Background: an optimization exercise with open tools, aiming at small area. Do not read the settings as production practice.
RTL that was checked went through simulation tests only; none was proved equivalent to the original.
Power is estimated from default activity; no workload was simulated.

==> flow/design.v (excerpt) <==
module Clock(CLK, RST, ButtonMode, ButtonDigit, ButtonValue, DigitEnable, DigitValue);
Size: roughly 74 flip-flops, roughly 18 I/O pins.
Settings: LEC_CHECK=0, CAP_MARGIN=20, CORE_MARGIN=2, CORE_UTILIZATION=65, CTS_BUF_LIST=sky130_fd_sc_hd__clkbuf_4, CTS_CLUSTER_DIAMETER=60, CTS_CLUSTER_SIZE=30, SLEW_MARGIN=20; clock period 10.0 ns.
standard.sh (not shown) runs the stock make flow with config.mk's settings and CLKGATE_MAP_FILE= SYNTH_SCRIPT=/design/flow/synth_recipe.tcl, a recipe that flattens the netlist after the stock synthesis.
==> flow/flow/run.sh <==
#!/bin/bash
# Own layout flow: the standard flow (standard.sh, unchanged synthesis) with two
# layout settings changed:
#  - port buffers are buf_1 (the standard flow picks a larger delay buffer);
#  - clock tree without dummy load cells, built from clkbuf_4;
set -euo pipefail
bash standard.sh \
  "BUFFER_PORTS_ARGS=-buffer_cell sky130_fd_sc_hd__buf_1" \
  "CTS_ARGS=-sink_clustering_enable -repair_clock_nets -dont_use_dummy_load -buf_list sky130_fd_sc_hd__clkbuf_4 -sink_clustering_size 30 -sink_clustering_max_diameter 60" \
  finish > standard_flow.log 2>&1
==> next run, changes <==
==> flow/flow/run.sh (replaced) <==
#!/bin/bash
# Own layout flow: the standard flow (standard.sh, unchanged synthesis) with three
# layout settings changed:
#  - port buffers are buf_1 (the standard flow picks a larger delay buffer);
#  - clock tree without dummy load cells, built from clkbuf_4;
#  - power recovery after global routing (downsizes gates with slack to spare).
set -euo pipefail
bash standard.sh \
  "BUFFER_PORTS_ARGS=-buffer_cell sky130_fd_sc_hd__buf_1" \
  "CTS_ARGS=-sink_clustering_enable -repair_clock_nets -dont_use_dummy_load -buf_list sky130_fd_sc_hd__clkbuf_4 -sink_clustering_size 30 -sink_clustering_max_diameter 60" \
  "RECOVER_POWER=100" \
  finish > standard_flow.log 2>&1
- This time the run completed and failed the layout checks on max-capacitance violations, max-slew violations
- routed wire length is about the same
- setup slack degrades by 160 ps
- utilization drops by 0.99 points
- combinational power decreases by about 5%
- clock-buffer cell count stays the same
- sequential power stays flat
- sequential share of layout area climbs by 0.79 points
- area after synthesis stays the same
==> next run, changes <==
==> flow/flow/run.sh (replaced) <==
#!/bin/bash
# Own layout flow: the standard flow (standard.sh, unchanged synthesis) with two
# layout settings changed:
#  - port buffers are buf_1 (the standard flow picks a larger delay buffer);
#  - clock tree without dummy load cells, built from clkbuf_4;
set -euo pipefail
bash standard.sh \
  "BUFFER_PORTS_ARGS=-buffer_cell sky130_fd_sc_hd__buf_1" \
  "CTS_ARGS=-sink_clustering_enable -repair_clock_nets -dont_use_dummy_load -buf_list sky130_fd_sc_hd__clkbuf_8 -sink_clustering_size 40 -sink_clustering_max_diameter 100" \
  finish > standard_flow.log 2>&1
Result: This time the run completed without violations; worst setup slack improves by 220 ps; global-route usage hardly moves; clock-buffer cell count stays the same; final area grows by 3.3%; register-to-register slack improved by 410 ps; routed wire length went up by 1.4%; via count falls by 0.47%; synthesized cell count stays the same; maximum frequency is higher by 5.5%.


The RTL this note starts from:
==> flow/design.v <==
`timescale 1ns / 1ps
module Adjust(CLK, RST, ButtonMode, ButtonDigit, ButtonValue, Editing, Digit, IncrementDigit);
	input CLK, RST;
	input ButtonMode; 
	input ButtonDigit;
	input ButtonValue;
	output reg Editing;
	output[2:0] Digit;
	output wire IncrementDigit;
	wire ButtonModePressed, ButtonDigitPressed;
	reg[1:0] Sel;
	ButtonHandler B1(.CLK(CLK), .Button(ButtonMode), .Pulse(ButtonModePressed));
	ButtonHandler B2(.CLK(CLK), .Button(ButtonDigit), .Pulse(ButtonDigitPressed));
	ButtonHandler B3(.CLK(CLK), .Button(ButtonValue), .Pulse(IncrementDigit));
	assign Digit = {Sel[1], Sel[0] & ~Sel[1], ~Sel[0]};
	always @ (posedge CLK or posedge RST) begin
		if(RST) begin
			Editing <= 1'b0;
			Sel <= 2'b00;
		end else begin
			if(ButtonModePressed) begin
				Editing <= ~Editing;
				Sel <= 2'b00;
			end
			if(ButtonDigitPressed) begin
				Sel <= {Sel[0] & ~Sel[1], ~Sel[1]};
			end
		end
	end
endmodule
module ButtonHandler(CLK, Button, Pulse);
	input CLK;
	input Button;
	output Pulse;
	reg[9:0] Run;
	wire[9:0] S = Run ^ 10'd682;
	assign Pulse = (S & 10'd255) == 10'd127;
	wire[9:0] N = ~Button ? 10'd726 :
		({S[8:0], ~(S[9] ^ S[2])} | ({10{Pulse}} & 10'd257));
	always @ (posedge CLK) begin
		Run <= N ^ 10'd682;
	end
endmodule
`timescale 1ns/1ps
module SecondTick(CLK, RST, Pulse, Tick);
	input CLK;
	input RST;
	output Pulse;
	output Tick;
	reg [6:0] A;
	reg [8:0] B;
	wire EndA = (A & 7'd61) == (7'd64 & 7'd61);
	wire EndB = (B & 9'd415) == (9'd28 & 9'd415);
	assign Pulse = EndA;
	assign Tick = EndA & EndB;
	always @ (posedge CLK or posedge RST) begin
		if(RST) begin
			A <= 7'd72;
			B <= 9'd28;
		end else begin
			A <= {A[5:0], A[6] ^ A[5]} ^ ({7{EndA}} & 7'd16);
			B <= {B[7:0], B[8] ^ B[4]} ^ ({9{EndB}} & 9'd1);
		end
	end
endmodule
`timescale 1ns/1ps
module SecondsMinutesDigits(CLK, RST, InTick, EditEnable, Increment, OutTick, MSD, LSD);
	input CLK;
	input RST;
	input InTick;
	input EditEnable;
	input Increment;
	output reg OutTick;
	output reg[2:0] MSD;
	output reg[3:0] LSD;
	wire Inc = InTick | (EditEnable & Increment);
	wire Carry = Inc & LSD[0] & LSD[3];
	wire Roll = Carry & MSD[0] & MSD[2];
	always @ (posedge CLK) begin
		OutTick <= Inc & (Roll | OutTick);
	end
	always @ (posedge CLK or posedge RST) begin
		if(RST) begin
			MSD <= 3'd0;
			LSD <= 4'd0;
		end else begin
			LSD[0] <= LSD[0] ^ Inc;
			LSD[1] <= LSD[1] ^ (Inc & LSD[0] & ~LSD[3]);
			LSD[2] <= LSD[2] ^ (Inc & LSD[0] & LSD[1]);
			LSD[3] <= LSD[3] ^ (Inc & LSD[0] & (LSD[3] | (LSD[1] & LSD[2])));
			MSD[0] <= MSD[0] ^ Carry;
			MSD[1] <= MSD[1] ^ (Carry & MSD[0] & ~MSD[2]);
			MSD[2] <= MSD[2] ^ (Carry & MSD[0] & (MSD[1] | MSD[2]));
		end
	end
endmodule
`timescale 1ns/1ps
module HoursDigits(CLK, RST, InTick, EditEnable, Increment, MSD, LSD);
	input CLK;
	input RST;
	input InTick;
	input EditEnable;
	input Increment;
	output reg[1:0] MSD;
	output reg[3:0] LSD;
	wire Inc = InTick | (EditEnable & Increment);
	wire Carry = Inc & LSD[0] & LSD[3];
	always @ (posedge CLK or posedge RST) begin
		if(RST) begin
			MSD <= 2'd0;
			LSD <= 4'd0;
		end else begin
			LSD[0] <= LSD[0] ^ Inc;
			LSD[1] <= LSD[1] ^ (Inc & LSD[0] & ~LSD[3]);
			LSD[2] <= LSD[2] ^ (Inc & LSD[0] & LSD[1] & ~MSD[1]);
			LSD[3] <= LSD[3] ^ (Inc & LSD[0] & (LSD[3] | (LSD[1] & LSD[2])));
			MSD[0] <= MSD[0] ^ Carry;
			MSD[1] <= MSD[1] ? ~(Inc & LSD[0] & LSD[1]) : (Carry & MSD[0]);
		end
	end
endmodule
`timescale 1ns/1ps
module SevenSegmentDriver(CLK, RST, Pulse, HourMSD, HourLSD, MinMSD, MinLSD, SecMSD, SecLSD, DigitEnable, DigitValue);
	input CLK;
	input RST;
	input Pulse;
	input[1:0] HourMSD;
	input[2:0] MinMSD, SecMSD;
	input[3:0] HourLSD, MinLSD, SecLSD;
	output[5:0] DigitEnable;
	output[6:0] DigitValue;
	reg[2:0] C;
	always @ (posedge CLK or posedge RST) begin
		if(RST) begin
			C <= 3'b000;
		end else if(Pulse) begin
			C <= {C[1:0], ~C[2]};
		end
	end
	assign DigitEnable[0] = ~C[2] & ~C[0];
	assign DigitEnable[1] =  C[0] & ~C[1];
	assign DigitEnable[2] =  C[1] & ~C[2];
	assign DigitEnable[3] =  C[2] &  C[0];
	assign DigitEnable[4] =  C[1] & ~C[0];
	assign DigitEnable[5] =  C[2] & ~C[1];
	wire[3:0] BCDValue =
		({4{DigitEnable[0]}} & SecLSD) |
		({4{DigitEnable[1]}} & {1'b0, SecMSD}) |
		({4{DigitEnable[2]}} & MinLSD) |
		({4{DigitEnable[3]}} & {1'b0, MinMSD}) |
		({4{DigitEnable[4]}} & HourLSD) |
		({4{DigitEnable[5]}} & {2'b00, HourMSD});
	SevenSegmentROM S1(.Address(BCDValue), .Data(DigitValue));
endmodule
module SevenSegmentROM(Address, Data);
	input[3:0] Address;
	output[6:0] Data;
	wire[3:0] a = Address;
  assign Data[6] = ~((a[3]) | (a[2]&a[0]) | (~a[2]&~a[0]) | (a[1]));
  assign Data[5] = ~((~a[2]) | (a[1]&a[0]) | (~a[1]&~a[0]));
  assign Data[4] = ~((a[2]) | (a[0]) | (~a[1]));
  assign Data[3] = ~((a[3]) | (~a[2]&a[1]) | (~a[2]&~a[0]) | (a[2]&~a[1]&a[0]) | (a[1]&~a[0]));
  assign Data[2] = ~((~a[2]&~a[0]) | (a[1]&~a[0]));
  assign Data[1] = ~((a[3]) | (a[2]&~a[0]) | (a[2]&~a[1]) | (~a[1]&~a[0]));
  assign Data[0] = ~((a[3]) | (~a[2]&a[1]) | (a[1]&~a[0]) | (a[2]&~a[1]));
endmodule
`timescale 1ns/1ps
module Clock(CLK, RST, ButtonMode, ButtonDigit, ButtonValue, DigitEnable, DigitValue);
	input CLK;
	input RST;
	input ButtonMode, ButtonDigit, ButtonValue;
	output[5:0] DigitEnable;
	output[6:0] DigitValue;
	wire ScanPulse;
	wire SecondTick;
	wire MinuteTick;
	wire HourTick;
	wire[3:0] SecLSD, MinLSD, HourLSD;
	wire[2:0] SecMSD, MinMSD;
	wire[1:0] HourMSD;
	wire[2:0] ActiveDigit;
	wire IncrementDigit;
	wire GlobalPause;
	SecondTick T1(	.CLK(CLK),
					.RST(RST),
					.Pulse(ScanPulse),
					.Tick(SecondTick));
	Adjust A1(	.CLK(CLK),
				.RST(RST),
				.ButtonMode(ButtonMode),
				.ButtonDigit(ButtonDigit),
				.ButtonValue(ButtonValue),
				.Editing(GlobalPause),
				.Digit(ActiveDigit),
				.IncrementDigit(IncrementDigit));
	SecondsMinutesDigits S1(	.CLK(CLK),
								.RST(RST),
								.InTick(SecondTick & ~GlobalPause),
								.EditEnable(ActiveDigit[0] & GlobalPause),
								.Increment(IncrementDigit),
								.OutTick(MinuteTick),
								.MSD(SecMSD),
								.LSD(SecLSD));
	SecondsMinutesDigits S2(	.CLK(CLK),
								.RST(RST),
								.InTick(MinuteTick & ~GlobalPause),
								.EditEnable(ActiveDigit[1] & GlobalPause),
								.Increment(IncrementDigit),
								.OutTick(HourTick),
								.MSD(MinMSD),
								.LSD(MinLSD));
	HoursDigits H1(	.CLK(CLK),
					.RST(RST),
					.InTick(HourTick & ~GlobalPause),
					.EditEnable(ActiveDigit[2] & GlobalPause),
					.Increment(IncrementDigit),
					.MSD(HourMSD),
					.LSD(HourLSD));
	SevenSegmentDriver S3(	.CLK(CLK),
							.RST(RST),
							.Pulse(ScanPulse),
							.HourMSD(HourMSD),
							.HourLSD(HourLSD),
							.MinMSD(MinMSD),
							.MinLSD(MinLSD),
							.SecMSD(SecMSD),
							.SecLSD(SecLSD),
							.DigitEnable(DigitEnable),
							.DigitValue(DigitValue));
endmodule
make LEC_CHECK=0 CAP_MARGIN=20 CORE_MARGIN=2 CORE_UTILIZATION=40 SLEW_MARGIN=20 finish   # period 10.0 ns
run.sh (not shown) runs the stock make flow with config.mk's settings and CLKGATE_MAP_FILE= SYNTH_SCRIPT=/design/flow/synth_recipe.tcl, a recipe that flattens the netlist after the stock synthesis.
Stock flow here: none of the scripts above is used.
Then changed:
CORE_UTILIZATION = 65   (was 40)
CTS_BUF_LIST = sky130_fd_sc_hd__clkbuf_4   (was default)
CTS_CLUSTER_DIAMETER = 60   (was default)
CTS_CLUSTER_SIZE = 30   (was default)
Outcome: The new run passed the timing, design-rule and antenna checks; clock skew climbs by 0.0035 ns; final cell count drops by roughly a tenth; setup slack gets worse by 0.067 ns; final area drops by a few percent; sequential power hardly moves; sequential cell count does not change.
No functional check of the RTL was part of any run of this note.

==> static timing again, ports no longer ideal <==
Ports are ideal in the flow. The routed layouts listed here were re-timed in OpenROAD.
Step 1 (the two cells are an assumption about what drives the block):
set clk [get_ports {CLK}]
set_driving_cell -lib_cell sky130_fd_sc_hd__clkbuf_16 $clk
set_driving_cell -lib_cell sky130_fd_sc_hd__buf_2 [delete_from_list [all_inputs] $clk]
Step 2, shift: input delay + t, output delay - t, t = (earliest + latest rising clock arrival at the registers) / 2. This alone moves slack from input paths to output paths.
Three values: no drivers, after step 1, after step 2; two values: the first two.
| run | t (ns) | setup WS [ns] | hold WS [ns] | slew at the worst register clock pin (ns) |
|---|---|---|---|---|
| the first run of note 1 | 0.400 | 5.897 / 5.872 / 6.272 | 0.350 / 0.350 / 0.350 | 0.12 / 0.12 |
| the second run of note 1 | 0.403 | 5.733 / 5.709 / 5.984 | 0.353 / 0.353 / 0.353 | 0.12 / 0.12 |
| the third run of note 1 | 0.348 | 5.956 / 5.930 / 6.278 | 0.350 / 0.350 / 0.350 | 0.07 / 0.07 |
| the first run of note 2 | 0.363 | 5.363 / 5.334 / 5.697 | 0.351 / 0.351 / 0.351 | 0.08 / 0.08 |
| the second run of note 2 | 0.420 | 5.296 / 5.272 / 5.692 | 0.364 / 0.364 / 0.364 | 0.12 / 0.12 |
The worst setup slack also covers recovery checks on asynchronous resets.
